Source: an optimization exercise on an open RTL-to-GDS flow (aim: small area, a short achievable clock period and few clock cycles). Production flows keep margins and buffers that such runs may drop.
Function was checked by simulation only, so behaviour that the tests miss may differ from the original.
Power and IR drop assume default switching activity.

## flow/design.v (module list and top-level ports; edited modules follow where they fit)
// module HAMMING_IP: 23 lines
// module MDC: 258 lines
// module boothmac: 878 lines
module MDC(
    clk,
    rst_n,
    in_valid,
    in_data,
    in_mode,
    out_valid,
    out_data
);
  // ...
==> flow/flow/run.sh <==
#!/bin/bash
# The standard layout (standard.sh) with the standard synthesis unchanged.  Two changes to how
# the layout is made, none to the constraints (the standard flow's SDC: clock period, I/O delays, loads):
#  - the resizer's timing repair aims at a larger setup margin (flow/margin.txt, in ns);
#  - the port buffers that the standard flow inserts use buf_2 cells.
# Each tool's output goes to its own log here (synth.log, layout.log) and under orfs/logs.
set -euo pipefail
MARGIN=$(cat flow/margin.txt)
bash standard.sh synth > synth.log 2>&1
sed 's/"\${@:-finish}"/SETUP_SLACK_MARGIN='"$MARGIN"' "BUFFER_PORTS_ARGS=-buffer_cell sky130_fd_sc_hd__buf_2" "${@:-finish}"/' standard.sh > standard_margin.sh
grep -q "SETUP_SLACK_MARGIN=$MARGIN" standard_margin.sh
bash standard_margin.sh finish > layout.log 2>&1
==> flow/flow/margin.txt <==
8
==> flow/standard.sh <==
#!/bin/bash
# synth_recipe.tcl (not shown) runs the flow's synth.tcl, then flattens the netlist and writes it again
# the make line also repeats each setting of config.mk as NAME=value (left out here)
make -C /OpenROAD-flow-scripts/flow DESIGN_CONFIG=/design/flow/config.mk WORK_HOME=/design/flow/orfs CLKGATE_MAP_FILE= SYNTH_SCRIPT=/design/flow/synth_recipe.tcl "${@:-finish}"
==> flow/config.mk <==
export PLATFORM = sky130hd
export DESIGN_NAME = MDC
export DESIGN_NICKNAME = MDC
export VERILOG_FILES = /design/flow/design.v
export SDC_FILE = /design/flow/constraint.sdc
export NUM_CORES = 4
export LEC_CHECK = 0
export CAP_MARGIN = 20
export CORE_MARGIN = 2
export CORE_UTILIZATION = 40
export SETUP_SLACK_MARGIN = 5
export SLEW_MARGIN = 20
==> flow/constraint.sdc <==
create_clock -name core_clock -period 13.5 [get_ports {clk}]
set_input_delay 2.7000 -clock core_clock [delete_from_list [all_inputs] [get_ports {clk}]]
set_output_delay 2.7000 -clock core_clock [all_outputs]
set_load 0.01 [all_outputs]
==> qor.txt, run 1 <==
Status: complete, no violations
WHS: 0.3463 ns
Setup Viol. Count Final: 0
Finished Cell Area: 0.05660 mm²
Internal power: 3.314 mW
Wirelength, routed: 255900 µm
Avg Synthesized Cell Area: 9.493 µm²
Psw: 1.878 mW
P per Cell Area: 91.72 mW/mm²
DR vias: 46.61k
Commonest non-fill, non-tap cell in the layout: nand2_1
Met2 GRT Util: 55.31%
Clk buf depth: 3
Worst-Skew Late Latency: 0.71 ns
Most area-hungry cell type in the Yosys netlist: edfxtp_1
Clock Root Buffer: clkbuf_16
Crit path buf inv count: 1
Crit Path Class: reg2reg
Number of max-cap violations: 0
Filler cell count: 10.93k
GRT overflow: 0
Hold Path Class: reg2reg
Largest net degree at the start of global routing: 90
Biggest Area Class: multi-input gates
Crit path cell chain: a221oi_1 -> fa_1 -> fa_1 -> inv_1 -> fa_1 -> ha_2 -> and3_4 -> and2_1 -> o21a_1 -> o31a_1 -> nand3_2 -> nand4_1 -> a31oi_1 -> xnor2_1 -> a32o_1 -> a211o_1
P&R area growth vs syn: 19.39%
Leak: 21.58 nW
Testbench counts, summed over its fixed seeds: cycles 8,648.
==> module MDC, before the edit <==
module MDC(
    clk,
    rst_n,
    in_valid,
    in_data,
    in_mode,
    out_valid,
    out_data
);
input clk, rst_n, in_valid;
input [8:0] in_mode;
input [14:0] in_data;
output reg out_valid;
output reg [206:0] out_data;
wire [10:0] dec_data;
wire [4:0] dec_mode;
HAMMING_IP #(11) IN_DECODE (.IN_code(in_data), .OUT_code(dec_data));
HAMMING_IP #(5) MODE_DECODE (.IN_code(in_mode), .OUT_code(dec_mode));
reg [3:0] cnt;         
reg last_r;            
reg fin_r;             
reg m4, m3, m2;        
always @(posedge clk or negedge rst_n) begin
    if (!rst_n) begin
        cnt <= 4'd0;
        last_r <= 1'b0;
        fin_r <= 1'b0;
        out_valid <= 1'b0;
    end else begin
        cnt <= in_valid ? cnt + 4'd1 : 4'd0;
        last_r <= in_valid & (cnt == 4'd15);
        fin_r <= last_r;
        out_valid <= fin_r;
    end
end
always @(posedge clk) begin
    if (in_valid && cnt == 4'd0) begin
        m4 <= dec_mode[4];
        m3 <= ~dec_mode[4] & dec_mode[1];
        m2 <= ~dec_mode[4] & ~dec_mode[1];
    end
end
reg signed [10:0] E0, E1, E2, E3, F0, F1, F2, F3;
reg [21:0] P1a;
reg [21:0] P1b;
reg [24:0] P2a;
reg [21:0] P2b;
reg [21:0] P3a;
reg [21:0] P3b;
reg [33:0] Q1;
reg [33:0] Q2;
reg [33:0] Q3;
reg [33:0] Q4;
function [17:0] booth;
    input [10:0] v;
    input sub;
    reg [12:0] e;
    integer j;
    reg o, t;
    begin
        e = {v[10], v, 1'b0};
        for (j = 0; j < 6; j = j + 1) begin
            o = e[2*j+1] ^ e[2*j];
            t = (e[2*j+2] & ~e[2*j+1] & ~e[2*j]) | (~e[2*j+2] & e[2*j+1] & e[2*j]);
            booth[j] = o;
            booth[6+j] = t;
            booth[12+j] = (e[2*j+2] ^ sub) & (o | t);
        end
    end
endfunction
wire [10:0] Xin1;
wire [21:0] Yin1;
wire sub1;
reg [17:0] BX1;
reg [21:0] Y1;
wire [33:0] A1, S1;
assign Xin1 = ({11{((last_r & (m4)))}} & 11'd1)
    | ({11{((in_valid & (((cnt == 4'd4) & (m2 | m4)) | ((cnt == 4'd5) & (m2 | m4)) | ((cnt == 4'd6) & (m2 | m4)) | ((cnt == 4'd7) & (m2 | m4)) | ((cnt == 4'd8) & (m3 | m4)) | ((cnt == 4'd9) & (m3 | m4)) | ((cnt == 4'd10) & (m3 | m4)) | ((cnt == 4'd11) & (m3 | m4)) | (cnt == 4'd12) | (cnt == 4'd13) | (cnt == 4'd14) | ((cnt == 4'd15) & (m2 | m4)))))}} & dec_data);
assign sub1 = ((in_valid & (((cnt == 4'd4) & (m2 | m4)) | ((cnt == 4'd6) & (m2 | m4)) | ((cnt == 4'd8) & (m3)) | ((cnt == 4'd10) & (m3 | m4)) | ((cnt == 4'd12) & (m2 | m4)) | ((cnt == 4'd13) & (m3)) | ((cnt == 4'd14) & (m2 | m4)))));
assign Yin1 = ({22{((in_valid & (((cnt == 4'd5) & (m2 | m4)) | ((cnt == 4'd13) & (m2)))))}} & {{11{E0[10]}}, E0})
    | ({22{((in_valid & (((cnt == 4'd4) & (m2 | m4)) | ((cnt == 4'd12) & (m2)))))}} & {{11{E1[10]}}, E1})
    | ({22{((in_valid & (((cnt == 4'd7) & (m2 | m4)) | ((cnt == 4'd15) & (m2)))))}} & {{11{E2[10]}}, E2})
    | ({22{((in_valid & (((cnt == 4'd6) & (m2 | m4)) | ((cnt == 4'd14) & (m2)))))}} & {{11{E3[10]}}, E3})
    | ({22{((in_valid & (((cnt == 4'd9) & (m3)))))}} & {{11{F0[10]}}, F0})
    | ({22{((in_valid & (((cnt == 4'd8) & (m3)))))}} & {{11{F1[10]}}, F1})
    | ({22{((in_valid & (((cnt == 4'd11) & (m3)))))}} & {{11{F2[10]}}, F2})
    | ({22{((in_valid & (((cnt == 4'd10) & (m3)))))}} & {{11{F3[10]}}, F3})
    | ({22{((in_valid & (((cnt == 4'd14) & (m3)))))}} & P1a[21:0])
    | ({22{((in_valid & (((cnt == 4'd9) & (m4)))))}} & P1b[21:0])
    | ({22{((in_valid & (((cnt == 4'd13) & (m3)))))}} & P2a[21:0])
    | ({22{((last_r & (m4)))}} & {{9{S2[24]}}, S2[24:12]})
    | ({22{((in_valid & (((cnt == 4'd10) & (m4)))))}} & P2b[21:0])
    | ({22{((in_valid & (((cnt == 4'd12) & (m3)))))}} & P3a[21:0])
    | ({22{((in_valid & (((cnt == 4'd8) & (m4)) | ((cnt == 4'd11) & (m4)))))}} & P3b[21:0])
    | ({22{((in_valid & (((cnt == 4'd12) & (m4)))))}} & S1[33:12])
    | ({22{((in_valid & (((cnt == 4'd13) & (m4)))))}} & Q2[33:12])
    | ({22{((in_valid & (((cnt == 4'd14) & (m4)))))}} & Q3[33:12])
    | ({22{((in_valid & (((cnt == 4'd15) & (m4)))))}} & Q4[33:12]);
always @(posedge clk) begin
    BX1 <= booth(Xin1, sub1);
    Y1 <= Yin1;
end
assign A1 = ({34{k0}} & {{12{P1a[21]}}, P1a})
    | ({34{k1}} & {{12{P1b[21]}}, P1b})
    | ({34{k2}} & Q1)
    | ({34{k3}} & Q4);
boothmac L1 (.one_i(BX1[5:0]), .two_i(BX1[11:6]), .ng_i(BX1[17:12]), .y(Y1), .acc(A1), .sum(S1));
wire [10:0] Xin2;
wire [21:0] Yin2;
wire sub2;
reg [17:0] BX2;
reg [21:0] Y2;
wire [33:0] A2, S2;
assign Xin2 = ({11{((in_valid & (((cnt == 4'd12) & (m3)))))}} & E1)
    | ({11{((in_valid & (((cnt == 4'd4) & (m4)) | ((cnt == 4'd5) & (m2 | m4)) | ((cnt == 4'd6) & (m2 | m4)) | ((cnt == 4'd7) & (m4)) | ((cnt == 4'd8) & (m3 | m4)) | (cnt == 4'd9) | (cnt == 4'd10) | ((cnt == 4'd11) & (m3 | m4)) | ((cnt == 4'd12) & (m4)) | ((cnt == 4'd13) & (m3 | m4)) | ((cnt == 4'd14) & (m3 | m4)) | ((cnt == 4'd15) & (m3 | m4)))))}} & dec_data);
assign sub2 = ((in_valid & (((cnt == 4'd4) & (m4)) | ((cnt == 4'd5) & (m2 | m4)) | ((cnt == 4'd8) & (m3)) | (cnt == 4'd9) | ((cnt == 4'd10) & (m4)) | ((cnt == 4'd12) & (m4)) | ((cnt == 4'd14) & (m3 | m4)))));
assign Yin2 = ({22{((in_valid & (((cnt == 4'd6) & (m4)))))}} & {{11{E0[10]}}, E0})
    | ({22{((in_valid & (((cnt == 4'd6) & (m2)) | ((cnt == 4'd7) & (m4)))))}} & {{11{E1[10]}}, E1})
    | ({22{((in_valid & (((cnt == 4'd4) & (m4)) | ((cnt == 4'd5) & (m2)))))}} & {{11{E2[10]}}, E2})
    | ({22{((in_valid & (((cnt == 4'd5) & (m4)))))}} & {{11{E3[10]}}, E3})
    | ({22{((in_valid & (((cnt == 4'd10) & (m3)))))}} & {{11{F0[10]}}, F0})
    | ({22{((in_valid & (((cnt == 4'd10) & (m2)) | ((cnt == 4'd11) & (m3)))))}} & {{11{F1[10]}}, F1})
    | ({22{((in_valid & (((cnt == 4'd8) & (m3)) | ((cnt == 4'd9) & (m2)))))}} & {{11{F2[10]}}, F2})
    | ({22{((in_valid & (((cnt == 4'd9) & (m3)))))}} & {{11{F3[10]}}, F3})
    | ({22{((in_valid & (((cnt == 4'd13) & (m3)))))}} & P1b[21:0])
    | ({22{((in_valid & (((cnt == 4'd8) & (m4)) | ((cnt == 4'd12) & (m3)))))}} & S1[21:0])
    | ({22{((in_valid & (((cnt == 4'd9) & (m4)) | ((cnt == 4'd11) & (m4)))))}} & P2a[21:0])
    | ({22{((in_valid & (((cnt == 4'd14) & (m3)))))}} & P2b[21:0])
    | ({22{((in_valid & (((cnt == 4'd10) & (m4)) | ((cnt == 4'd15) & (m3)))))}} & P3a[21:0])
    | ({22{((in_valid & (((cnt == 4'd12) & (m4)))))}} & {10'd0, S1[11:0]})
    | ({22{((in_valid & (((cnt == 4'd13) & (m4)))))}} & {10'd0, Q2[11:0]})
    | ({22{((in_valid & (((cnt == 4'd14) & (m4)))))}} & {10'd0, Q3[11:0]})
    | ({22{((in_valid & (((cnt == 4'd15) & (m4)))))}} & {10'd0, Q4[11:0]});
always @(posedge clk) begin
    BX2 <= booth(Xin2, sub2);
    Y2 <= Yin2;
end
assign A2 = ({34{k4}} & {{9{P2a[24]}}, P2a})
    | ({34{k5}} & {{12{P2b[21]}}, P2b})
    | ({34{k6}} & Q2)
    | ({34{k7}} & Q4);
boothmac L2 (.one_i(BX2[5:0]), .two_i(BX2[11:6]), .ng_i(BX2[17:12]), .y(Y2), .acc(A2), .sum(S2));
wire [10:0] Xin3;
wire [21:0] Yin3;
wire sub3;
reg [17:0] BX3;
reg [21:0] Y3;
wire [33:0] A3, S3;
assign Xin3 = ({11{((in_valid & (((cnt == 4'd11) & (m3)))))}} & E0)
    | ({11{((in_valid & (((cnt == 4'd12) & (m3)))))}} & E1)
    | ({11{((in_valid & (((cnt == 4'd13) & (m3)) | ((cnt == 4'd14) & (m3)))))}} & E2)
    | ({11{((in_valid & (((cnt == 4'd15) & (m3)))))}} & E3)
    | ({11{((in_valid & (((cnt == 4'd4) & (m4)) | ((cnt == 4'd5) & (m4)) | ((cnt == 4'd6) & (m4)) | ((cnt == 4'd7) & (m4)) | ((cnt == 4'd8) & (m2 | m4)) | (cnt == 4'd9) | (cnt == 4'd10) | ((cnt == 4'd11) & (m2 | m4)) | ((cnt == 4'd13) & (m2)) | ((cnt == 4'd14) & (m2)))))}} & dec_data);
assign sub3 = ((in_valid & (((cnt == 4'd4) & (m4)) | ((cnt == 4'd5) & (m4)) | ((cnt == 4'd8) & (m2)) | ((cnt == 4'd9) & (m3 | m4)) | ((cnt == 4'd10) & (m2)) | ((cnt == 4'd12) & (m3)) | ((cnt == 4'd13) & (m2)) | ((cnt == 4'd14) & (m3)))));
assign Yin3 = ({22{((in_valid & (((cnt == 4'd7) & (m4)))))}} & {{11{E0[10]}}, E0})
    | ({22{((in_valid & (((cnt == 4'd6) & (m4)) | ((cnt == 4'd14) & (m2)))))}} & {{11{E1[10]}}, E1})
    | ({22{((in_valid & (((cnt == 4'd5) & (m4)) | ((cnt == 4'd13) & (m2)))))}} & {{11{E2[10]}}, E2})
    | ({22{((in_valid & (((cnt == 4'd4) & (m4)))))}} & {{11{E3[10]}}, E3})
    | ({22{((in_valid & (((cnt == 4'd9) & (m2)))))}} & {{11{F0[10]}}, F0})
    | ({22{((in_valid & (((cnt == 4'd8) & (m2)) | ((cnt == 4'd10) & (m3)))))}} & {{11{F1[10]}}, F1})
    | ({22{((in_valid & (((cnt == 4'd9) & (m3)) | ((cnt == 4'd11) & (m2)))))}} & {{11{F2[10]}}, F2})
    | ({22{((in_valid & (((cnt == 4'd10) & (m2)))))}} & {{11{F3[10]}}, F3})
    | ({22{((in_valid & (((cnt == 4'd10) & (m4)) | ((cnt == 4'd11) & (m4)) | ((cnt == 4'd13) & (m3)))))}} & P1a[21:0])
    | ({22{((in_valid & (((cnt == 4'd12) & (m3)))))}} & P2a[21:0])
    | ({22{((in_valid & (((cnt == 4'd14) & (m3)))))}} & P2b[21:0])
    | ({22{((in_valid & (((cnt == 4'd8) & (m4)))))}} & S2[21:0])
    | ({22{((in_valid & (((cnt == 4'd9) & (m4)) | ((cnt == 4'd15) & (m3)))))}} & P3a[21:0])
    | ({22{((in_valid & (((cnt == 4'd11) & (m3)))))}} & S3[21:0]);
always @(posedge clk) begin
    BX3 <= booth(Xin3, sub3);
    Y3 <= Yin3;
end
assign A3 = ({34{k8}} & {{12{P3a[21]}}, P3a})
    | ({34{k9}} & {{12{P3b[21]}}, P3b})
    | ({34{k10}} & Q3)
    | ({34{k11}} & Q4);
boothmac L3 (.one_i(BX3[5:0]), .two_i(BX3[11:6]), .ng_i(BX3[17:12]), .y(Y3), .acc(A3), .sum(S3));
always @(posedge clk) begin
    if (k12) P1a <= S1[21:0];
    if (k13) P1b <= S1[21:0];
    if (k14) P2a <= S2[24:0];
    if (k15) P2b <= S2[21:0];
    if (k16) P3a <= S3[21:0];
    if (k17) P3b <= S3[21:0];
    if (k18) Q1 <= S1[33:0];
    if (k19) Q2 <= S2[33:0];
    if (k20) Q3 <= S3[33:0];
    if (k21) Q4 <= S1[33:0];
    else if (k22) Q4 <= S2[33:0];
    else if (k11) Q4 <= S3[33:0];
    if (((in_valid & ((cnt == 4'd0) | ((cnt == 4'd8) & (m2)))))) E0 <= dec_data;
    if (((in_valid & ((cnt == 4'd1) | ((cnt == 4'd9) & (m2)))))) E1 <= dec_data;
    if (((in_valid & ((cnt == 4'd2) | ((cnt == 4'd10) & (m2)))))) E2 <= dec_data;
    if (((in_valid & ((cnt == 4'd3) | ((cnt == 4'd11) & (m2)))))) E3 <= dec_data;
    if (((in_valid & (((cnt == 4'd4) & (m2 | m3)))))) F0 <= dec_data;
    if (((in_valid & (((cnt == 4'd5) & (m2 | m3)))))) F1 <= dec_data;
    if (((in_valid & (((cnt == 4'd6) & (m2 | m3)))))) F2 <= dec_data;
    if (((in_valid & (((cnt == 4'd7) & (m2 | m3)))))) F3 <= dec_data;
end
reg k0;
always @(posedge clk) k0 <= ((in_valid & (((cnt == 4'd5) & (m2 | m4)) | ((cnt == 4'd9) & (m3)))));
reg k1;
always @(posedge clk) k1 <= ((in_valid & (((cnt == 4'd7) & (m2 | m4)) | ((cnt == 4'd11) & (m3)))));
reg k2;
always @(posedge clk) k2 <= ((in_valid & (((cnt == 4'd10) & (m4)) | ((cnt == 4'd11) & (m4)) | (cnt == 4'd13) | ((cnt == 4'd14) & (m3 | m4)) | ((cnt == 4'd15) & (m4)))) | (last_r & (m4)));
reg k3;
always @(posedge clk) k3 <= ((in_valid & (((cnt == 4'd15) & (m2)))));
reg k4;
always @(posedge clk) k4 <= ((in_valid & (((cnt == 4'd6) & (m2 | m4)) | ((cnt == 4'd10) & (m3)) | ((cnt == 4'd13) & (m4)) | ((cnt == 4'd14) & (m4)) | ((cnt == 4'd15) & (m4)))));
reg k5;
always @(posedge clk) k5 <= ((in_valid & (((cnt == 4'd7) & (m4)) | ((cnt == 4'd10) & (m2)) | ((cnt == 4'd11) & (m3)))));
reg k6;
always @(posedge clk) k6 <= ((in_valid & (((cnt == 4'd10) & (m4)) | ((cnt == 4'd11) & (m4)) | ((cnt == 4'd14) & (m3)) | ((cnt == 4'd15) & (m3)))));
reg k7;
always @(posedge clk) k7 <= ((in_valid & (((cnt == 4'd9) & (m4)))));
reg k8;
always @(posedge clk) k8 <= ((in_valid & (((cnt == 4'd7) & (m4)) | ((cnt == 4'd9) & (m2)) | ((cnt == 4'd10) & (m3)))));
reg k9;
always @(posedge clk) k9 <= ((in_valid & (((cnt == 4'd6) & (m4)) | ((cnt == 4'd11) & (m2)))));
reg k10;
always @(posedge clk) k10 <= ((in_valid & (((cnt == 4'd9) & (m4)) | ((cnt == 4'd11) & (m4)) | ((cnt == 4'd12) & (m3)) | ((cnt == 4'd13) & (m3)) | ((cnt == 4'd14) & (m2)))));
reg k11;
always @(posedge clk) k11 <= ((in_valid & (((cnt == 4'd10) & (m4)) | ((cnt == 4'd14) & (m3)) | ((cnt == 4'd15) & (m3)))));
reg k12;
always @(posedge clk) k12 <= ((in_valid & (((cnt == 4'd4) & (m2 | m4)) | ((cnt == 4'd5) & (m2 | m4)) | ((cnt == 4'd8) & (m3)) | ((cnt == 4'd9) & (m3)))));
reg k13;
always @(posedge clk) k13 <= ((in_valid & (((cnt == 4'd6) & (m2 | m4)) | ((cnt == 4'd7) & (m2 | m4)) | ((cnt == 4'd10) & (m3)) | ((cnt == 4'd11) & (m3)))));
reg k14;
always @(posedge clk) k14 <= ((in_valid & (((cnt == 4'd4) & (m4)) | ((cnt == 4'd5) & (m2)) | ((cnt == 4'd6) & (m2 | m4)) | ((cnt == 4'd8) & (m3)) | ((cnt == 4'd10) & (m3)) | ((cnt == 4'd12) & (m4)) | ((cnt == 4'd13) & (m4)) | ((cnt == 4'd14) & (m4)) | ((cnt == 4'd15) & (m4)))));
reg k15;
always @(posedge clk) k15 <= ((in_valid & (((cnt == 4'd5) & (m4)) | ((cnt == 4'd7) & (m4)) | ((cnt == 4'd9) & (m2 | m3)) | ((cnt == 4'd10) & (m2)) | ((cnt == 4'd11) & (m3)))));
reg k16;
always @(posedge clk) k16 <= ((in_valid & (((cnt == 4'd4) & (m4)) | ((cnt == 4'd7) & (m4)) | ((cnt == 4'd8) & (m2)) | ((cnt == 4'd9) & (m2 | m3)) | ((cnt == 4'd10) & (m3)))));
reg k17;
always @(posedge clk) k17 <= ((in_valid & (((cnt == 4'd5) & (m4)) | ((cnt == 4'd6) & (m4)) | ((cnt == 4'd10) & (m2)) | ((cnt == 4'd11) & (m2)))));
reg k18;
always @(posedge clk) k18 <= ((in_valid & (((cnt == 4'd9) & (m4)) | ((cnt == 4'd10) & (m4)) | ((cnt == 4'd11) & (m4)) | (cnt == 4'd12) | (cnt == 4'd13) | ((cnt == 4'd14) & (m3 | m4)) | ((cnt == 4'd15) & (m4)))) | (last_r & (m4)));
reg k19;
always @(posedge clk) k19 <= ((in_valid & (((cnt == 4'd8) & (m4)) | ((cnt == 4'd10) & (m4)) | ((cnt == 4'd11) & (m4)) | ((cnt == 4'd13) & (m3)) | ((cnt == 4'd14) & (m3)) | ((cnt == 4'd15) & (m3)))));
reg k20;
always @(posedge clk) k20 <= ((in_valid & (((cnt == 4'd8) & (m4)) | ((cnt == 4'd9) & (m4)) | ((cnt == 4'd11) & (m3 | m4)) | ((cnt == 4'd12) & (m3)) | ((cnt == 4'd13) & (m2 | m3)) | ((cnt == 4'd14) & (m2)))));
reg k21;
always @(posedge clk) k21 <= ((in_valid & (((cnt == 4'd8) & (m4)) | ((cnt == 4'd14) & (m2)) | ((cnt == 4'd15) & (m2)))));
reg k22;
always @(posedge clk) k22 <= ((in_valid & (((cnt == 4'd9) & (m4)) | ((cnt == 4'd12) & (m3)))));
wire [45:0] det = {Q1, P2a[11:0]};
always @(*) begin
    if (m4)
        out_data = {{161{det[45]}}, det};
    else if (m3)
        out_data = {3'b000, {17{Q3[33]}}, Q3, {17{Q4[33]}}, Q4,
                    {17{Q1[33]}}, Q1, {17{Q2[33]}}, Q2};
    else
        out_data = {P1a[21], P1a, P2a[21], P2a[21:0], P1b[21], P1b,
                    P3a[21], P3a, P2b[21], P2b, P3b[21], P3b,
                    Q1[21], Q1[21:0], Q3[21], Q3[21:0], Q4[21], Q4[21:0]};
end
endmodule
==> inputs of run 2 (changes only) <==
--- a/flow/design.v
+++ b/flow/design.v
@@ -67,6 +67,6 @@
 reg [21:0] P1a;
 reg [21:0] P1b;
-reg [24:0] P2a;
-reg [21:0] P2b;
+reg [21:0] P2a;
+reg [24:0] P2b;
 reg [21:0] P3a;
 reg [21:0] P3b;
@@ -99,10 +99,10 @@
 wire [33:0] A1, S1;
 assign Xin1 = ({11{((last_r & (m4)))}} & 11'd1)
-    | ({11{((in_valid & (((cnt == 4'd4) & (m2 | m4)) | ((cnt == 4'd5) & (m2 | m4)) | ((cnt == 4'd6) & (m2 | m4)) | ((cnt == 4'd7) & (m2 | m4)) | ((cnt == 4'd8) & (m3 | m4)) | ((cnt == 4'd9) & (m3 | m4)) | ((cnt == 4'd10) & (m3 | m4)) | ((cnt == 4'd11) & (m3 | m4)) | (cnt == 4'd12) | (cnt == 4'd13) | (cnt == 4'd14) | ((cnt == 4'd15) & (m2 | m4)))))}} & dec_data);
-assign sub1 = ((in_valid & (((cnt == 4'd4) & (m2 | m4)) | ((cnt == 4'd6) & (m2 | m4)) | ((cnt == 4'd8) & (m3)) | ((cnt == 4'd10) & (m3 | m4)) | ((cnt == 4'd12) & (m2 | m4)) | ((cnt == 4'd13) & (m3)) | ((cnt == 4'd14) & (m2 | m4)))));
+    | ({11{((in_valid & (((cnt == 4'd4) & (m2 | m4)) | ((cnt == 4'd5) & (m2 | m4)) | ((cnt == 4'd6) & (m2 | m4)) | ((cnt == 4'd7) & (m2 | m4)) | ((cnt == 4'd8) & (m3)) | ((cnt == 4'd9) & (m3 | m4)) | ((cnt == 4'd10) & (m3 | m4)) | ((cnt == 4'd11) & (m3 | m4)) | (cnt == 4'd12) | (cnt == 4'd13) | ((cnt == 4'd14) & (m3 | m4)) | ((cnt == 4'd15) & (m4)))))}} & dec_data);
+assign sub1 = ((in_valid & (((cnt == 4'd4) & (m2 | m4)) | ((cnt == 4'd6) & (m2 | m4)) | ((cnt == 4'd8) & (m3)) | ((cnt == 4'd10) & (m3 | m4)) | ((cnt == 4'd12) & (m2 | m4)) | ((cnt == 4'd13) & (m3)) | ((cnt == 4'd14) & (m4)))));
 assign Yin1 = ({22{((in_valid & (((cnt == 4'd5) & (m2 | m4)) | ((cnt == 4'd13) & (m2)))))}} & {{11{E0[10]}}, E0})
     | ({22{((in_valid & (((cnt == 4'd4) & (m2 | m4)) | ((cnt == 4'd12) & (m2)))))}} & {{11{E1[10]}}, E1})
-    | ({22{((in_valid & (((cnt == 4'd7) & (m2 | m4)) | ((cnt == 4'd15) & (m2)))))}} & {{11{E2[10]}}, E2})
-    | ({22{((in_valid & (((cnt == 4'd6) & (m2 | m4)) | ((cnt == 4'd14) & (m2)))))}} & {{11{E3[10]}}, E3})
+    | ({22{((in_valid & (((cnt == 4'd7) & (m2 | m4)))))}} & {{11{E2[10]}}, E2})
+    | ({22{((in_valid & (((cnt == 4'd6) & (m2 | m4)))))}} & {{11{E3[10]}}, E3})
     | ({22{((in_valid & (((cnt == 4'd9) & (m3)))))}} & {{11{F0[10]}}, F0})
     | ({22{((in_valid & (((cnt == 4'd8) & (m3)))))}} & {{11{F1[10]}}, F1})
@@ -112,12 +112,12 @@
     | ({22{((in_valid & (((cnt == 4'd9) & (m4)))))}} & P1b[21:0])
     | ({22{((in_valid & (((cnt == 4'd13) & (m3)))))}} & P2a[21:0])
-    | ({22{((last_r & (m4)))}} & {{9{S2[24]}}, S2[24:12]})
     | ({22{((in_valid & (((cnt == 4'd10) & (m4)))))}} & P2b[21:0])
+    | ({22{((last_r & (m4)))}} & {{9{S2[24]}}, S2[24:12]})
     | ({22{((in_valid & (((cnt == 4'd12) & (m3)))))}} & P3a[21:0])
-    | ({22{((in_valid & (((cnt == 4'd8) & (m4)) | ((cnt == 4'd11) & (m4)))))}} & P3b[21:0])
+    | ({22{((in_valid & (((cnt == 4'd11) & (m4)))))}} & P3b[21:0])
     | ({22{((in_valid & (((cnt == 4'd12) & (m4)))))}} & S1[33:12])
     | ({22{((in_valid & (((cnt == 4'd13) & (m4)))))}} & Q2[33:12])
     | ({22{((in_valid & (((cnt == 4'd14) & (m4)))))}} & Q3[33:12])
-    | ({22{((in_valid & (((cnt == 4'd15) & (m4)))))}} & Q4[33:12]);
+    | ({22{((in_valid & (((cnt == 4'd15) & (m4)))))}} & S3[33:12]);
 always @(posedge clk) begin
     BX1 <= booth(Xin1, sub1);
@@ -126,6 +126,5 @@
 assign A1 = ({34{k0}} & {{12{P1a[21]}}, P1a})
     | ({34{k1}} & {{12{P1b[21]}}, P1b})
-    | ({34{k2}} & Q1)
-    | ({34{k3}} & Q4);
+    | ({34{k2}} & Q1);
 boothmac L1 (.one_i(BX1[5:0]), .two_i(BX1[11:6]), .ng_i(BX1[17:12]), .y(Y1), .acc(A1), .sum(S1));
 wire [10:0] Xin2;
@@ -135,10 +134,9 @@
 reg [21:0] Y2;
 wire [33:0] A2, S2;
-assign Xin2 = ({11{((in_valid & (((cnt == 4'd12) & (m3)))))}} & E1)
-    | ({11{((in_valid & (((cnt == 4'd4) & (m4)) | ((cnt == 4'd5) & (m2 | m4)) | ((cnt == 4'd6) & (m2 | m4)) | ((cnt == 4'd7) & (m4)) | ((cnt == 4'd8) & (m3 | m4)) | (cnt == 4'd9) | (cnt == 4'd10) | ((cnt == 4'd11) & (m3 | m4)) | ((cnt == 4'd12) & (m4)) | ((cnt == 4'd13) & (m3 | m4)) | ((cnt == 4'd14) & (m3 | m4)) | ((cnt == 4'd15) & (m3 | m4)))))}} & dec_data);
-assign sub2 = ((in_valid & (((cnt == 4'd4) & (m4)) | ((cnt == 4'd5) & (m2 | m4)) | ((cnt == 4'd8) & (m3)) | (cnt == 4'd9) | ((cnt == 4'd10) & (m4)) | ((cnt == 4'd12) & (m4)) | ((cnt == 4'd14) & (m3 | m4)))));
+assign Xin2 = dec_data;
+assign sub2 = ((in_valid & (((cnt == 4'd4) & (m4)) | ((cnt == 4'd5) & (m2 | m4)) | ((cnt == 4'd8) & (m3)) | ((cnt == 4'd9) & (m2 | m3)) | ((cnt == 4'd10) & (m4)) | ((cnt == 4'd12) & (m4)) | ((cnt == 4'd13) & (m2)) | ((cnt == 4'd14) & (m3 | m4)))));
 assign Yin2 = ({22{((in_valid & (((cnt == 4'd6) & (m4)))))}} & {{11{E0[10]}}, E0})
-    | ({22{((in_valid & (((cnt == 4'd6) & (m2)) | ((cnt == 4'd7) & (m4)))))}} & {{11{E1[10]}}, E1})
-    | ({22{((in_valid & (((cnt == 4'd4) & (m4)) | ((cnt == 4'd5) & (m2)))))}} & {{11{E2[10]}}, E2})
+    | ({22{((in_valid & (((cnt == 4'd6) & (m2)) | ((cnt == 4'd7) & (m4)) | ((cnt == 4'd14) & (m2)))))}} & {{11{E1[10]}}, E1})
+    | ({22{((in_valid & (((cnt == 4'd4) & (m4)) | ((cnt == 4'd5) & (m2)) | ((cnt == 4'd13) & (m2)))))}} & {{11{E2[10]}}, E2})
     | ({22{((in_valid & (((cnt == 4'd5) & (m4)))))}} & {{11{E3[10]}}, E3})
     | ({22{((in_valid & (((cnt == 4'd10) & (m3)))))}} & {{11{F0[10]}}, F0})
@@ -147,6 +145,6 @@
     | ({22{((in_valid & (((cnt == 4'd9) & (m3)))))}} & {{11{F3[10]}}, F3})
     | ({22{((in_valid & (((cnt == 4'd13) & (m3)))))}} & P1b[21:0])
-    | ({22{((in_valid & (((cnt == 4'd8) & (m4)) | ((cnt == 4'd12) & (m3)))))}} & S1[21:0])
-    | ({22{((in_valid & (((cnt == 4'd9) & (m4)) | ((cnt == 4'd11) & (m4)))))}} & P2a[21:0])
+    | ({22{((in_valid & (((cnt == 4'd8) & (m4)))))}} & S1[21:0])
+    | ({22{((in_valid & (((cnt == 4'd11) & (m4)))))}} & P2a[21:0])
     | ({22{((in_valid & (((cnt == 4'd14) & (m3)))))}} & P2b[21:0])
     | ({22{((in_valid & (((cnt == 4'd10) & (m4)) | ((cnt == 4'd15) & (m3)))))}} & P3a[21:0])
@@ -154,13 +152,12 @@
     | ({22{((in_valid & (((cnt == 4'd13) & (m4)))))}} & {10'd0, Q2[11:0]})
     | ({22{((in_valid & (((cnt == 4'd14) & (m4)))))}} & {10'd0, Q3[11:0]})
-    | ({22{((in_valid & (((cnt == 4'd15) & (m4)))))}} & {10'd0, Q4[11:0]});
+    | ({22{((in_valid & (((cnt == 4'd15) & (m4)))))}} & {10'd0, S3[11:0]});
 always @(posedge clk) begin
     BX2 <= booth(Xin2, sub2);
     Y2 <= Yin2;
 end
-assign A2 = ({34{k4}} & {{9{P2a[24]}}, P2a})
-    | ({34{k5}} & {{12{P2b[21]}}, P2b})
-    | ({34{k6}} & Q2)
-    | ({34{k7}} & Q4);
+assign A2 = ({34{k3}} & {{12{P2a[21]}}, P2a})
+    | ({34{k4}} & {{9{P2b[24]}}, P2b})
+    | ({34{k5}} & Q2);
 boothmac L2 (.one_i(BX2[5:0]), .two_i(BX2[11:6]), .ng_i(BX2[17:12]), .y(Y2), .acc(A2), .sum(S2));
 wire [10:0] Xin3;
@@ -171,52 +168,55 @@
 wire [33:0] A3, S3;
 assign Xin3 = ({11{((in_valid & (((cnt == 4'd11) & (m3)))))}} & E0)
-    | ({11{((in_valid & (((cnt == 4'd12) & (m3)))))}} & E1)
-    | ({11{((in_valid & (((cnt == 4'd13) & (m3)) | ((cnt == 4'd14) & (m3)))))}} & E2)
-    | ({11{((in_valid & (((cnt == 4'd15) & (m3)))))}} & E3)
-    | ({11{((in_valid & (((cnt == 4'd4) & (m4)) | ((cnt == 4'd5) & (m4)) | ((cnt == 4'd6) & (m4)) | ((cnt == 4'd7) & (m4)) | ((cnt == 4'd8) & (m2 | m4)) | (cnt == 4'd9) | (cnt == 4'd10) | ((cnt == 4'd11) & (m2 | m4)) | ((cnt == 4'd13) & (m2)) | ((cnt == 4'd14) & (m2)))))}} & dec_data);
-assign sub3 = ((in_valid & (((cnt == 4'd4) & (m4)) | ((cnt == 4'd5) & (m4)) | ((cnt == 4'd8) & (m2)) | ((cnt == 4'd9) & (m3 | m4)) | ((cnt == 4'd10) & (m2)) | ((cnt == 4'd12) & (m3)) | ((cnt == 4'd13) & (m2)) | ((cnt == 4'd14) & (m3)))));
+    | ({11{((in_valid & (((cnt == 4'd12) & (m3)) | ((cnt == 4'd14) & (m3)))))}} & E1)
+    | ({11{((in_valid & (((cnt == 4'd13) & (m3)) | ((cnt == 4'd15) & (m3)))))}} & E2)
+    | ({11{((last_r & (m3)))}} & E3)
+    | ({11{((in_valid & (((cnt == 4'd12) & (m4)))))}} & F0)
+    | ({11{((in_valid & (((cnt == 4'd13) & (m4)))))}} & F1)
+    | ({11{((in_valid & (((cnt == 4'd14) & (m4)))))}} & F2)
+    | ({11{((in_valid & (((cnt == 4'd4) & (m4)) | ((cnt == 4'd5) & (m4)) | ((cnt == 4'd6) & (m4)) | ((cnt == 4'd7) & (m4)) | ((cnt == 4'd8) & (m2 | m4)) | (cnt == 4'd9) | ((cnt == 4'd10) & (m2 | m3)) | ((cnt == 4'd11) & (m2 | m4)) | ((cnt == 4'd14) & (m2)) | ((cnt == 4'd15) & (m2)))))}} & dec_data);
+assign sub3 = ((in_valid & (((cnt == 4'd4) & (m4)) | ((cnt == 4'd5) & (m4)) | ((cnt == 4'd8) & (m2)) | ((cnt == 4'd9) & (m3 | m4)) | ((cnt == 4'd10) & (m2)) | ((cnt == 4'd12) & (m3)) | ((cnt == 4'd13) & (m4)) | ((cnt == 4'd14) & (m2)) | ((cnt == 4'd15) & (m3)))));
 assign Yin3 = ({22{((in_valid & (((cnt == 4'd7) & (m4)))))}} & {{11{E0[10]}}, E0})
-    | ({22{((in_valid & (((cnt == 4'd6) & (m4)) | ((cnt == 4'd14) & (m2)))))}} & {{11{E1[10]}}, E1})
-    | ({22{((in_valid & (((cnt == 4'd5) & (m4)) | ((cnt == 4'd13) & (m2)))))}} & {{11{E2[10]}}, E2})
-    | ({22{((in_valid & (((cnt == 4'd4) & (m4)))))}} & {{11{E3[10]}}, E3})
+    | ({22{((in_valid & (((cnt == 4'd6) & (m4)))))}} & {{11{E1[10]}}, E1})
+    | ({22{((in_valid & (((cnt == 4'd5) & (m4)) | ((cnt == 4'd15) & (m2)))))}} & {{11{E2[10]}}, E2})
+    | ({22{((in_valid & (((cnt == 4'd4) & (m4)) | ((cnt == 4'd14) & (m2)))))}} & {{11{E3[10]}}, E3})
     | ({22{((in_valid & (((cnt == 4'd9) & (m2)))))}} & {{11{F0[10]}}, F0})
     | ({22{((in_valid & (((cnt == 4'd8) & (m2)) | ((cnt == 4'd10) & (m3)))))}} & {{11{F1[10]}}, F1})
     | ({22{((in_valid & (((cnt == 4'd9) & (m3)) | ((cnt == 4'd11) & (m2)))))}} & {{11{F2[10]}}, F2})
     | ({22{((in_valid & (((cnt == 4'd10) & (m2)))))}} & {{11{F3[10]}}, F3})
-    | ({22{((in_valid & (((cnt == 4'd10) & (m4)) | ((cnt == 4'd11) & (m4)) | ((cnt == 4'd13) & (m3)))))}} & P1a[21:0])
-    | ({22{((in_valid & (((cnt == 4'd12) & (m3)))))}} & P2a[21:0])
-    | ({22{((in_valid & (((cnt == 4'd14) & (m3)))))}} & P2b[21:0])
+    | ({22{((in_valid & (((cnt == 4'd11) & (m4)) | ((cnt == 4'd13) & (m3)) | ((cnt == 4'd14) & (m4)))))}} & P1a[21:0])
+    | ({22{((in_valid & (((cnt == 4'd14) & (m3)))))}} & P1b[21:0])
+    | ({22{((in_valid & (((cnt == 4'd12) & (m3)) | ((cnt == 4'd13) & (m4)))))}} & P2a[21:0])
+    | ({22{((in_valid & (((cnt == 4'd15) & (m3)))))}} & P2b[21:0])
     | ({22{((in_valid & (((cnt == 4'd8) & (m4)))))}} & S2[21:0])
-    | ({22{((in_valid & (((cnt == 4'd9) & (m4)) | ((cnt == 4'd15) & (m3)))))}} & P3a[21:0])
-    | ({22{((in_valid & (((cnt == 4'd11) & (m3)))))}} & S3[21:0]);
+    | ({22{((in_valid & (((cnt == 4'd9) & (m4)))) | (last_r & (m3)))}} & P3a[21:0])
+    | ({22{((in_valid & (((cnt == 4'd11) & (m3)))))}} & S3[21:0])
+    | ({22{((in_valid & (((cnt == 4'd12) & (m4)))))}} & P3b[21:0]);
 always @(posedge clk) begin
     BX3 <= booth(Xin3, sub3);
     Y3 <= Yin3;
 end
-assign A3 = ({34{k8}} & {{12{P3a[21]}}, P3a})
-    | ({34{k9}} & {{12{P3b[21]}}, P3b})
-    | ({34{k10}} & Q3)
-    | ({34{k11}} & Q4);
+assign A3 = ({34{k6}} & {{12{P3a[21]}}, P3a})
+    | ({34{k7}} & {{12{P3b[21]}}, P3b})
+    | ({34{k8}} & Q3)
+    | ({34{k9}} & Q4);
 boothmac L3 (.one_i(BX3[5:0]), .two_i(BX3[11:6]), .ng_i(BX3[17:12]), .y(Y3), .acc(A3), .sum(S3));
 always @(posedge clk) begin
-    if (k12) P1a <= S1[21:0];
-    if (k13) P1b <= S1[21:0];
-    if (k14) P2a <= S2[24:0];
-    if (k15) P2b <= S2[21:0];
-    if (k16) P3a <= S3[21:0];
-    if (k17) P3b <= S3[21:0];
-    if (k18) Q1 <= S1[33:0];
-    if (k19) Q2 <= S2[33:0];
-    if (k20) Q3 <= S3[33:0];
-    if (k21) Q4 <= S1[33:0];
-    else if (k22) Q4 <= S2[33:0];
-    else if (k11) Q4 <= S3[33:0];
+    if (k10) P1a <= S1[21:0];
+    if (k11) P1b <= S1[21:0];
+    if (k12) P2a <= S2[21:0];
+    if (k13) P2b <= S2[24:0];
+    if (k14) P3a <= S3[21:0];
+    if (k15) P3b <= S3[21:0];
+    if (k16) Q1 <= S1[33:0];
+    if (k17) Q2 <= S2[33:0];
+    if (k18) Q3 <= S3[33:0];
+    if (k19) Q4 <= S3[33:0];
     if (((in_valid & ((cnt == 4'd0) | ((cnt == 4'd8) & (m2)))))) E0 <= dec_data;
     if (((in_valid & ((cnt == 4'd1) | ((cnt == 4'd9) & (m2)))))) E1 <= dec_data;
     if (((in_valid & ((cnt == 4'd2) | ((cnt == 4'd10) & (m2)))))) E2 <= dec_data;
     if (((in_valid & ((cnt == 4'd3) | ((cnt == 4'd11) & (m2)))))) E3 <= dec_data;
-    if (((in_valid & (((cnt == 4'd4) & (m2 | m3)))))) F0 <= dec_data;
-    if (((in_valid & (((cnt == 4'd5) & (m2 | m3)))))) F1 <= dec_data;
-    if (((in_valid & (((cnt == 4'd6) & (m2 | m3)))))) F2 <= dec_data;
+    if (((in_valid & (((cnt == 4'd4) & (m2 | m3)) | ((cnt == 4'd8) & (m4)))))) F0 <= dec_data;
+    if (((in_valid & (((cnt == 4'd5) & (m2 | m3)) | ((cnt == 4'd9) & (m4)))))) F1 <= dec_data;
+    if (((in_valid & (((cnt == 4'd6) & (m2 | m3)) | ((cnt == 4'd10) & (m4)))))) F2 <= dec_data;
     if (((in_valid & (((cnt == 4'd7) & (m2 | m3)))))) F3 <= dec_data;
 end
@@ -228,44 +228,38 @@
 always @(posedge clk) k2 <= ((in_valid & (((cnt == 4'd10) & (m4)) | ((cnt == 4'd11) & (m4)) | (cnt == 4'd13) | ((cnt == 4'd14) & (m3 | m4)) | ((cnt == 4'd15) & (m4)))) | (last_r & (m4)));
 reg k3;
-always @(posedge clk) k3 <= ((in_valid & (((cnt == 4'd15) & (m2)))));
+always @(posedge clk) k3 <= ((in_valid & (((cnt == 4'd6) & (m2 | m4)) | ((cnt == 4'd10) & (m3)))));
 reg k4;
-always @(posedge clk) k4 <= ((in_valid & (((cnt == 4'd6) & (m2 | m4)) | ((cnt == 4'd10) & (m3)) | ((cnt == 4'd13) & (m4)) | ((cnt == 4'd14) & (m4)) | ((cnt == 4'd15) & (m4)))));
+always @(posedge clk) k4 <= ((in_valid & (((cnt == 4'd7) & (m4)) | ((cnt == 4'd10) & (m2)) | ((cnt == 4'd11) & (m3)) | ((cnt == 4'd13) & (m4)) | ((cnt == 4'd14) & (m4)) | ((cnt == 4'd15) & (m4)))));
 reg k5;
-always @(posedge clk) k5 <= ((in_valid & (((cnt == 4'd7) & (m4)) | ((cnt == 4'd10) & (m2)) | ((cnt == 4'd11) & (m3)))));
+always @(posedge clk) k5 <= ((in_valid & (((cnt == 4'd10) & (m4)) | ((cnt == 4'd11) & (m4)) | ((cnt == 4'd14) & (m2 | m3)) | ((cnt == 4'd15) & (m3)))));
 reg k6;
-always @(posedge clk) k6 <= ((in_valid & (((cnt == 4'd10) & (m4)) | ((cnt == 4'd11) & (m4)) | ((cnt == 4'd14) & (m3)) | ((cnt == 4'd15) & (m3)))));
+always @(posedge clk) k6 <= ((in_valid & (((cnt == 4'd7) & (m4)) | ((cnt == 4'd9) & (m2)) | ((cnt == 4'd10) & (m3)))));
 reg k7;
-always @(posedge clk) k7 <= ((in_valid & (((cnt == 4'd9) & (m4)))));
+always @(posedge clk) k7 <= ((in_valid & (((cnt == 4'd6) & (m4)) | ((cnt == 4'd11) & (m2)))));
 reg k8;
-always @(posedge clk) k8 <= ((in_valid & (((cnt == 4'd7) & (m4)) | ((cnt == 4'd9) & (m2)) | ((cnt == 4'd10) & (m3)))));
+always @(posedge clk) k8 <= ((in_valid & (((cnt == 4'd9) & (m4)) | ((cnt == 4'd11) & (m4)) | ((cnt == 4'd12) & (m3)) | ((cnt == 4'd13) & (m3)))));
 reg k9;
-always @(posedge clk) k9 <= ((in_valid & (((cnt == 4'd6) & (m4)) | ((cnt == 4'd11) & (m2)))));
+always @(posedge clk) k9 <= ((in_valid & (((cnt == 4'd13) & (m4)) | ((cnt == 4'd14) & (m4)) | ((cnt == 4'd15) & (m2 | m3)))) | (last_r & (m3)));
 reg k10;
-always @(posedge clk) k10 <= ((in_valid & (((cnt == 4'd9) & (m4)) | ((cnt == 4'd11) & (m4)) | ((cnt == 4'd12) & (m3)) | ((cnt == 4'd13) & (m3)) | ((cnt == 4'd14) & (m2)))));
+always @(posedge clk) k10 <= ((in_valid & (((cnt == 4'd4) & (m2 | m4)) | ((cnt == 4'd5) & (m2 | m4)) | ((cnt == 4'd8) & (m3)) | ((cnt == 4'd9) & (m3)))));
 reg k11;
-always @(posedge clk) k11 <= ((in_valid & (((cnt == 4'd10) & (m4)) | ((cnt == 4'd14) & (m3)) | ((cnt == 4'd15) & (m3)))));
+always @(posedge clk) k11 <= ((in_valid & (((cnt == 4'd6) & (m2 | m4)) | ((cnt == 4'd7) & (m2 | m4)) | ((cnt == 4'd10) & (m3)) | ((cnt == 4'd11) & (m3)))));
 reg k12;
-always @(posedge clk) k12 <= ((in_valid & (((cnt == 4'd4) & (m2 | m4)) | ((cnt == 4'd5) & (m2 | m4)) | ((cnt == 4'd8) & (m3)) | ((cnt == 4'd9) & (m3)))));
+always @(posedge clk) k12 <= ((in_valid & (((cnt == 4'd4) & (m4)) | ((cnt == 4'd5) & (m2)) | ((cnt == 4'd6) & (m2 | m4)) | ((cnt == 4'd8) & (m3)) | ((cnt == 4'd10) & (m3)))));
 reg k13;
-always @(posedge clk) k13 <= ((in_valid & (((cnt == 4'd6) & (m2 | m4)) | ((cnt == 4'd7) & (m2 | m4)) | ((cnt == 4'd10) & (m3)) | ((cnt == 4'd11) & (m3)))));
+always @(posedge clk) k13 <= ((in_valid & (((cnt == 4'd5) & (m4)) | ((cnt == 4'd7) & (m4)) | ((cnt == 4'd9) & (m2 | m3)) | ((cnt == 4'd10) & (m2)) | ((cnt == 4'd11) & (m3)) | ((cnt == 4'd12) & (m4)) | ((cnt == 4'd13) & (m4)) | ((cnt == 4'd14) & (m4)) | ((cnt == 4'd15) & (m4)))));
 reg k14;
-always @(posedge clk) k14 <= ((in_valid & (((cnt == 4'd4) & (m4)) | ((cnt == 4'd5) & (m2)) | ((cnt == 4'd6) & (m2 | m4)) | ((cnt == 4'd8) & (m3)) | ((cnt == 4'd10) & (m3)) | ((cnt == 4'd12) & (m4)) | ((cnt == 4'd13) & (m4)) | ((cnt == 4'd14) & (m4)) | ((cnt == 4'd15) & (m4)))));
+always @(posedge clk) k14 <= ((in_valid & (((cnt == 4'd4) & (m4)) | ((cnt == 4'd7) & (m4)) | ((cnt == 4'd8) & (m2)) | ((cnt == 4'd9) & (m2 | m3)) | ((cnt == 4'd10) & (m3)))));
 reg k15;
-always @(posedge clk) k15 <= ((in_valid & (((cnt == 4'd5) & (m4)) | ((cnt == 4'd7) & (m4)) | ((cnt == 4'd9) & (m2 | m3)) | ((cnt == 4'd10) & (m2)) | ((cnt == 4'd11) & (m3)))));
+always @(posedge clk) k15 <= ((in_valid & (((cnt == 4'd5) & (m4)) | ((cnt == 4'd6) & (m4)) | ((cnt == 4'd10) & (m2)) | ((cnt == 4'd11) & (m2)))));
 reg k16;
-always @(posedge clk) k16 <= ((in_valid & (((cnt == 4'd4) & (m4)) | ((cnt == 4'd7) & (m4)) | ((cnt == 4'd8) & (m2)) | ((cnt == 4'd9) & (m2 | m3)) | ((cnt == 4'd10) & (m3)))));
+always @(posedge clk) k16 <= ((in_valid & (((cnt == 4'd9) & (m4)) | ((cnt == 4'd10) & (m4)) | ((cnt == 4'd11) & (m4)) | (cnt == 4'd12) | (cnt == 4'd13) | ((cnt == 4'd14) & (m3 | m4)) | ((cnt == 4'd15) & (m4)))) | (last_r & (m4)));
 reg k17;
-always @(posedge clk) k17 <= ((in_valid & (((cnt == 4'd5) & (m4)) | ((cnt == 4'd6) & (m4)) | ((cnt == 4'd10) & (m2)) | ((cnt == 4'd11) & (m2)))));
+always @(posedge clk) k17 <= ((in_valid & (((cnt == 4'd8) & (m4)) | ((cnt == 4'd10) & (m4)) | ((cnt == 4'd11) & (m4)) | ((cnt == 4'd13) & (m2 | m3)) | ((cnt == 4'd14) & (m2 | m3)) | ((cnt == 4'd15) & (m3)))));
 reg k18;
-always @(posedge clk) k18 <= ((in_valid & (((cnt == 4'd9) & (m4)) | ((cnt == 4'd10) & (m4)) | ((cnt == 4'd11) & (m4)) | (cnt == 4'd12) | (cnt == 4'd13) | ((cnt == 4'd14) & (m3 | m4)) | ((cnt == 4'd15) & (m4)))) | (last_r & (m4)));
+always @(posedge clk) k18 <= ((in_valid & (((cnt == 4'd8) & (m4)) | ((cnt == 4'd9) & (m4)) | ((cnt == 4'd11) & (m3 | m4)) | ((cnt == 4'd12) & (m3)) | ((cnt == 4'd13) & (m3)))));
 reg k19;
-always @(posedge clk) k19 <= ((in_valid & (((cnt == 4'd8) & (m4)) | ((cnt == 4'd10) & (m4)) | ((cnt == 4'd11) & (m4)) | ((cnt == 4'd13) & (m3)) | ((cnt == 4'd14) & (m3)) | ((cnt == 4'd15) & (m3)))));
-reg k20;
-always @(posedge clk) k20 <= ((in_valid & (((cnt == 4'd8) & (m4)) | ((cnt == 4'd9) & (m4)) | ((cnt == 4'd11) & (m3 | m4)) | ((cnt == 4'd12) & (m3)) | ((cnt == 4'd13) & (m2 | m3)) | ((cnt == 4'd14) & (m2)))));
-reg k21;
-always @(posedge clk) k21 <= ((in_valid & (((cnt == 4'd8) & (m4)) | ((cnt == 4'd14) & (m2)) | ((cnt == 4'd15) & (m2)))));
-reg k22;
-always @(posedge clk) k22 <= ((in_valid & (((cnt == 4'd9) & (m4)) | ((cnt == 4'd12) & (m3)))));
-wire [45:0] det = {Q1, P2a[11:0]};
+always @(posedge clk) k19 <= ((in_valid & (((cnt == 4'd12) & (m4)) | ((cnt == 4'd13) & (m4)) | (cnt == 4'd14) | ((cnt == 4'd15) & (m2 | m3)))) | (last_r & (m3)));
+wire [45:0] det = {Q1, P2b[11:0]};
 always @(*) begin
     if (m4)
@@ -275,7 +269,7 @@
                     {17{Q1[33]}}, Q1, {17{Q2[33]}}, Q2};
     else
-        out_data = {P1a[21], P1a, P2a[21], P2a[21:0], P1b[21], P1b,
-                    P3a[21], P3a, P2b[21], P2b, P3b[21], P3b,
-                    Q1[21], Q1[21:0], Q3[21], Q3[21:0], Q4[21], Q4[21:0]};
+        out_data = {P1a[21], P1a, P2a[21], P2a, P1b[21], P1b,
+                    P3a[21], P3a, P2b[21], P2b[21:0], P3b[21], P3b,
+                    Q1[21], Q1[21:0], Q2[21], Q2[21:0], Q4[21], Q4[21:0]};
 end
 endmodule
==> flow/flow/margin.txt (replaced) <==
7.5
==> run 2 against run 1 <==
  * Combinational power rose to 5.4 times the previous value
  * Synthesized cell count is 1.4% lower
  * Sequential cell count shrank 3
  * Sequential power rose by 46%
  * Critical path type unchanged
  * Largest power group is now combinational logic
==> qor.txt, run 2 <==
Status: complete, no violations (unchanged)
Ys flop type: edfxtp_1 (unchanged)
Internal power: 6.431 mW (was 3.314 mW)
CP most frequent cell: fa_1 (unchanged)
Worst setup margin: 7.381 ns (was 7.698 ns)
Via/cell ratio: 6.794 (was 6.908)
Core area: 0.1160 mm² (was 0.1178 mm²)
Crit path cell chain: a22o_1 -> a221oi_1 -> fa_1 -> fa_1 -> inv_1 -> fa_1 -> ha_1 -> and4_1 -> o211a_1 -> o21ai_0 -> nor2b_1 -> xor2_1 -> o21ai_0 -> a221o_1 (was a221oi_1 -> fa_1 -> fa_1 -> inv_1 -> fa_1 -> ha_2 -> and3_4 -> and2_1 -> o21a_1 -> o31a_1 -> nand3_2 -> nand4_1 -> a31oi_1 -> xnor2_1 -> a32o_1 -> a211o_1)
Total power: 13.44 mW (was 5.192 mW)
Max-slew violations: 0 (unchanged)
CP Max Fanout: 6 (unchanged)
Cell variety after synth: 82 (was 86)
Post-Route Skew: 0.04476 ns (was 0.03222 ns)
Worst Hold Depth: 0 (unchanged)
Slew headroom: 14.03% (was 16.85%)
Setup Viol. Count Final: 0 (unchanged)
DRC viols: 0 (unchanged)
Post-synthesis sequential area ratio: 29.49% (was 29.21%)
Vias in the first global route: 41.60k (was 43.12k)
WHS: 0.3467 ns (was 0.3463 ns)
Number of synthesized flops with an enable pin: 362 (unchanged)
First-pass GRT wire length: 312500 µm (was 345200 µm)
Most area-hungry cell type in the Yosys netlist: edfxtp_1 (unchanged)
Fin crit period: 6.119 ns (was 5.802 ns)
Gpl congestion: 1.091 (was 1.081)
Die ar.: 0.1196 mm² (was 0.1213 mm²)
Row count: 125 (was 126)
Final Hold Fails: 0 (unchanged)
#FFs+latches synth: 506 (was 509)
Number of detailed-route iterations in the first pass: 23 (was 14)
Final period utilization: 45.33% (was 42.98%)
Wirelength, routed: 225600 µm (was 255900 µm)
Pin slew with the least headroom to its limit: 1.290 ns (was 1.247 ns)
Commonest cells after routing, fill and taps aside: inv_1 (458), a22oi_1 (449), edfxtp_1 (362), nand2_1 (361), fa_1 (324) (was nand2_1 (405), a22oi_1 (395), inv_1 (380), edfxtp_1 (362), fa_1 (318))
Hold Path Sink: out_valid$_DFF_PN0_ (unchanged)
Crit Path Class: reg2reg (unchanged)
Synth cell count leaders: inv_1 (459), a22oi_1 (450), nand2_1 (364) (was a22oi_1 (466), nand2_1 (413), inv_1 (390))
Setup TNS: 0 ns (unchanged)
DR vias: 44.32k (was 46.61k)
Layout net count: 5482 (was 5692)
Asr flop ratio synth: 1.383% (was 1.375%)
Initial antenna violation count: 23 (was 30)
Sequential Power Share: 20.0% (was 35.2%)
RR Startpoint: P3a[9]$_DFFE_PP_ (was Q3[13]$_DFFE_PP_)
Worst IR Drop VDD: 0.5603 mV (was 0.1044 mV)
Worst-Skew Late Latency: 0.69 ns (was 0.71 ns)
IO Port Bufs: 234 (unchanged)
Worst-path clk slew: 0.07 ns (about the same)
Fmax: 163.4 MHz (was 172.4 MHz)
CP startpoint kind: flop (unchanged)
Clock Root Buffer: clkbuf_16 (unchanged)
Num CTS Buffers: 58 (was 60)
Yosys warning total: 3 (unchanged)
Largest net degree at the start of global routing: 74 (was 90)
Psw: 7.008 mW (was 1.878 mW)
Filler cell count: 11.13k (was 10.93k)
Number of max-cap violations: 0 (unchanged)
WL/cell: 34.59 µm (was 37.92 µm)
Sw Share: 52.15% (was 36.17%)
Slowest CP cell: a221oi_1 (unchanged)
H-Tree Depth: 2 (unchanged)
Post-synth top area share: 23.25% (was 22.93%)
Crit. End Element: flop (unchanged)
Hpwl dp: 164800 µm (was 181000 µm)
Post-synthesis cell area: 0.04675 mm² (was 0.04741 mm²)
I/O pins: 235 (unchanged)
Worst reg-to-reg setup slack: 7.38 ns (was 7.70 ns)
Gr usage total: 36.02% (was 40.31%)
Count leader, synth: inv_1 (was a22oi_1)
Top cells by area, synth: edfxtp_1 (23%), fa_1 (14%), a22oi_1 (7.2%) (was edfxtp_1 (23%), fa_1 (14%), a22oi_1 (7.4%))
P&R area growth vs syn: 11.31% (was 19.39%)
Hold Crit Start: fin_r$_DFF_PN0_ (unchanged)
Initial Util: 40.29% (was 40.26%)
Die height: 345.9 µm (was 348.3 µm)
Comb pwr share: 67.7% (was 32.3%)
CTS tree: built (unchanged)
Initial detailed-routing violation count: 9931 (was 8173)
Leak: 20.53 nW (was 21.58 nW)
Crit path DAT: 6.68 ns (was 6.26 ns)
P per Cell Area: 258.2 mW/mm² (was 91.72 mW/mm²)
WP data required: 14.06 ns (was 13.96 ns)
Reg2reg path depth: 14 (was 16)
Hold Path Class: reg2reg (unchanged)
Share of cells above drive strength 1: 13.14% (was 21.85%)
Clock tree sinks: 506 (was 509)
Final ANT Viol Nets: 0 (unchanged)
Die span in x: 345.9 µm (was 348.3 µm)
RSZ-0062 raised after global routing: true (unchanged)
Worst R2R End: Y1[1]$_DFF_P_ (was Q4[32]$_DFFE_PP_)
GRT overflow: 0 (unchanged)
Clk network pwr share: 12.4% (was 32.5%)
Slowest stage delay, CP: 0.84 ns (was 1.07 ns)
Commonest non-fill, non-tap cell in the layout: inv_1 (was nand2_1)
Util after Layout: 44.85% (was 48.06%)
Dpl ws: 6.594 ns (was 6.769 ns)
Post-synthesis cell count: 4926 (was 4994)
Clk buf depth: 3 (unchanged)
Avg Synthesized Cell Area: 9.491 µm² (was 9.493 µm²)
Mapped Nets: 5470 (was 5538)
run 2: cell count changes in the layout (fill, tap and decap cells not counted), sizes merged, moves of 19 or more:
cell / change
a221oi: -22
a222oi: +29
a22o: -29
a22oi: -19
and2: -33
buf: -138
inv: +64
mux2i: -20
nand2: -49
nor2: -31
nor2b: +55
xnor2: +25
xor2: -24
run 2: final cells by class:
type | count | area (µm²) | area share (%)
Antenna cell | 13 | 32.53 | 0.06251
Clock buffer | 73 | 1568 | 3.012
Clock inverter | 35 | 367.9 | 0.7068
Inverter | 459 | 1723 | 3.311
Multi-Input combinational cell | 3541 | 30060 | 57.75
Sequential cell | 506 | 14020 | 26.93
Tap cell | 1524 | 1907 | 3.664
Timing Repair Buffer | 372 | 2372 | 4.558
run 2: repair_timing:
action / CTS / global route
cloned: 2 / 0
hold buffers: 0 / 0
setup endpoints to repair: 269 / 174
setup buffers: 2 / 28
resized for setup: 91 / 108
pin swaps: 2 / 13
run 2: power groups by stage:
stage          Clock (mW)  Combinational [mW]  Sequential (mW)
2_1_floorplan           0                5.50             2.60
3_3_place_gp            0                8.03             2.72
3_5_place_dp            0                8.16             2.72
4_1_cts              1.64                8.33             2.69
5_1_grt              1.70                9.48             2.68
6_report             1.66                9.09             2.68
run 2: worst max-delay path by stage:
| stage | start | end | slack (ns) | cells past startpoint |
|---|---|---|---|---|
| floorplan | BX2[13]$_DFF_P_ | Y1[18]$_DFF_P_ | 7.55 | 19 |
| global placement | BX2[14]$_DFF_P_ | Y1[7]$_DFF_P_ | 6.77 | 18 |
| detailed placement | BX2[14]$_DFF_P_ | Y1[18]$_DFF_P_ | 6.59 | 16 |
| CTS | BX3[7]$_DFF_P_ | Y1[18]$_DFF_P_ | 7.42 | 19 |
| global route | BX1[7]$_DFF_P_ | Y2[21]$_DFF_P_ | 7.37 | 18 |
| finish | P3a[9]$_DFFE_PP_ | Y1[1]$_DFF_P_ | 7.38 | 14 |
run 2: cell families (layout without fill, tap and decap cells):
kind of cell | Yosys count | count (layout) | synth area share, %
compound gates | 1467 | 1467 | 23.40
xor+xnor | 548 | 548 | 10.37
fa+ha+maj | 518 | 518 | 19.06
buf+inv | 880 | 939 | 7.105
flops | 506 | 506 | 29.49
mux | 40 | 40 | 0.8698
other cells | 0 | 13 | 0
simple gates | 967 | 968 | 9.701
run 2: per-stage QoR:
stage | cells | instance area, µm²
finish | 6523 | 52040
global route | 6511 | 52010
CTS | 6478 | 51360
detailed placement | 6366 | 49190
global placement | 6366 | 49190
floorplan | 4926 | 46750
run 2: metal layers:
metal  vias to the layer above  part of all wire (%)  GRT usage, %
li1                      17820                     -             -
met1                     21435                    36         44.43
met2                      4006                    39         49.30
met3                      1018                    17         18.07
met4                        36                   8.8         22.72
met5                         -                  0.21         1.881
run 2: critical path, delay by kind of cell (launching register included):
kind | cells | cell delay (ns)
AO/OA/AOI/OAI | 6 | 2.59
adder cells (fa/ha/maj) | 4 | 1.60
XOR/XNOR | 1 | 0.68
flip-flops | 1 | 0.61
AND/OR/NAND/NOR | 2 | 0.41
buffers and inverters | 1 | 0.09
Testbench counts of run 2, summed over its fixed seeds: cycles 8,648.
==> inputs of run 3 (changes only) <==
==> flow/flow/margin.txt (replaced) <==
8
==> run 3 against run 2 <==
  * Largest power group unchanged
  * Still clean on timing, DRC and antenna
  * First-iteration DRC count fell by 19%
  * Synthesized cell count stayed put
  * Critical path type unchanged
  * Core utilization rose by 3.1 points
  * Clock skew fell by 0.011 ns
  * Global-route usage rose by 2.9 points
  * Clock-buffer cell count is 3 lower
  * Design area grew 7.0%
  * Critical path depth rose by 6
==> qor.txt, run 3 <==
CTS tree: built (unchanged)
Row count: 125 (unchanged)
Clock Root Buffer: clkbuf_16 (unchanged)
I/O pins: 235 (unchanged)
Register area: 0.01407 mm² (was 0.01402 mm²)
Fmax: 174.4 MHz (was 163.4 MHz)
Hold Path Class: reg2reg (unchanged)
WP data required: 13.93 ns (was 14.06 ns)
Count leader, synth: inv_1 (unchanged)
Post-synthesis sequential area ratio: 29.49% (unchanged)
Total power: 15.69 mW (was 13.44 mW)
Final period utilization: 42.47% (was 45.33%)
Post-Route Skew: 0.03416 ns (was 0.04476 ns)
P per Cell Area: 281.8 mW/mm² (was 258.2 mW/mm²)
Setup Viol. Count Final: 0 (unchanged)
Num CTS Buffers: 59 (was 58)
IO Port Bufs: 234 (unchanged)
Gr usage total: 38.90% (was 36.02%)
Clock tree sinks: 506 (unchanged)
Via/cell ratio: 6.799 (was 6.794)
WL/cell: 36.66 µm (was 34.59 µm)
Initial antenna violation count: 28 (was 23)
Worst IR Drop VDD: 0.7540 mV (was 0.5603 mV)
Initial detailed-routing violation count: 8050 (was 9931)
Crit path DAT: 6.16 ns (was 6.68 ns)
Post-synthesis cell area: 0.04675 mm² (unchanged)
Wirelength, routed: 245200 µm (was 225600 µm)
Die span in x: 345.9 µm (unchanged)
DRC viols: 0 (unchanged)
Worst setup margin: 7.767 ns (was 7.381 ns)
Util after Layout: 47.98% (was 44.85%)
Die ar.: 0.1196 mm² (unchanged)
Comb pwr share: 72.2% (was 67.7%)
Crit path cell chain: buf_6 -> buf_4 -> a22oi_2 -> xor2_1 -> fa_1 -> fa_1 -> fa_1 -> inv_1 -> fa_1 -> ha_4 -> and4_4 -> nand2_2 -> or4_4 -> o211ai_1 -> o21ai_2 -> a2111oi_4 -> o21ai_1 -> nand2b_1 -> xnor2_4 -> o2111ai_4 (was a22o_1 -> a221oi_1 -> fa_1 -> fa_1 -> inv_1 -> fa_1 -> ha_1 -> and4_1 -> o211a_1 -> o21ai_0 -> nor2b_1 -> xor2_1 -> o21ai_0 -> a221o_1)
Slew headroom: 14.41% (was 14.03%)
Number of detailed-route iterations in the first pass: 12 (was 23)
Sw Share: 50.64% (was 52.15%)
Avg Synthesized Cell Area: 9.491 µm² (unchanged)
Commonest non-fill, non-tap cell in the layout: inv_1 (unchanged)
Synth cell count leaders: inv_1 (459), a22oi_1 (450), nand2_1 (364) (unchanged)
Crit. End Element: flop (unchanged)
Post-synth top area share: 23.25% (unchanged)
Commonest cells after routing, fill and taps aside: inv_1 (444), a22oi_1 (382), edfxtp_1 (362), nand2_1 (354), fa_1 (307) (was inv_1 (458), a22oi_1 (449), edfxtp_1 (362), nand2_1 (361), fa_1 (324))
Die height: 345.9 µm (unchanged)
Initial Util: 40.29% (unchanged)
Leak: 21.78 nW (was 20.53 nW)
Asr flop ratio synth: 1.383% (unchanged)
Status: complete, no violations (unchanged)
Hpwl dp: 177400 µm (was 164800 µm)
## run 3: final cells by class
cell class | instances | share of cell area [%]
multi-input cells | 3542 | 57.36
flip-flops and latches | 506 | 25.28
repair buffers | 532 | 7.277
well taps | 1524 | 3.425
inverters | 459 | 3.094
clock buffers | 70 | 2.764
clock inverters | 42 | 0.7461
diodes | 12 | 0.05393
## run 3: power by group through the flow
stage | combinational (mW) | clock (mW) | sequential (mW)
after floorplan | 5.51 | 0 | 2.60
after global placement | 8.39 | 0 | 2.74
after detailed placement | 8.47 | 0 | 2.74
after CTS | 9.69 | 1.66 | 2.69
after global routing | 11.9 | 1.71 | 2.69
final | 11.3 | 1.67 | 2.69
## run 3: critical path, delay by kind of cell, from the launching register on
family / cells / cell delay [ns]
AO/OA/AOI/OAI: 6 / 1.23
XOR/XNOR: 2 / 0.40
adder cells (fa/ha/maj): 5 / 2.24
buffers and inverters: 3 / 0.33
flip-flops: 1 / 0.39
AND/OR/NAND/NOR: 4 / 0.91
## run 3: repair_timing
item,in CTS,in global routing
gates cloned,3,3
hold buffers,0,0
setup endpoints to repair,374,178
setup buffers,66,119
resized for setup,368,309
pin swaps,58,246
## run 3: cell families after synthesis
family / share of synthesized area, %
flops: 29.49
compound gates: 23.40
simple gates: 9.701
mux: 0.8698
xor+xnor: 10.37
fa+ha+maj: 19.06
buf+inv: 7.105
## run 3: path summary, 6_finish.rpt
check	to	cells after the start	slack, ns	start
worst max-delay path	Y2[21]$_DFF_P_	20	7.77	BX1[8]$_DFF_P_
worst min-delay path	out_valid$_DFF_PN0_	0	0.35	fin_r$_DFF_PN0_
worst max register to register	Y2[21]$_DFF_P_	20	7.77	BX1[8]$_DFF_P_
worst min register to register	out_valid$_DFF_PN0_	0	0.35	fin_r$_DFF_PN0_
max in group asynchronous	cnt[1]$_DFF_PN0_	1	11.49	rst_n
min in group asynchronous	cnt[3]$_DFF_PN0_	1	1.87	rst_n
## run 3: layer usage
metal / vias to the layer above / GRT usage [%] / wire length (µm)
met1: 22473 / 50.50 / 90940
met4: 34 / 18.93 / 17200
li1: 18157 / - / -
met3: 846 / 16.07 / 37350
met2: 3958 / 55.52 / 99180
met5: - / 1.200 / 483
## run 3: per-stage QoR
stage,instance area [µm²],hold slack [ns],cells
6_report,55680,0.3528,6687
5_1_grt,55650,0.3670,6677
4_1_cts,53080,0.3547,6549
3_5_place_dp,49240,0.3419,6368
3_3_place_gp,49230,0.3373,6367
2_1_floorplan,46800,0.3312,4926

Check on run 3: ideal ports give 7.767 ns setup slack; a clkbuf_16 on the clock port and buf_2 on the inputs give 7.767 ns; moving port delays by the midpoint clock arrival (0.732 ns) as well gives 7.365 ns.
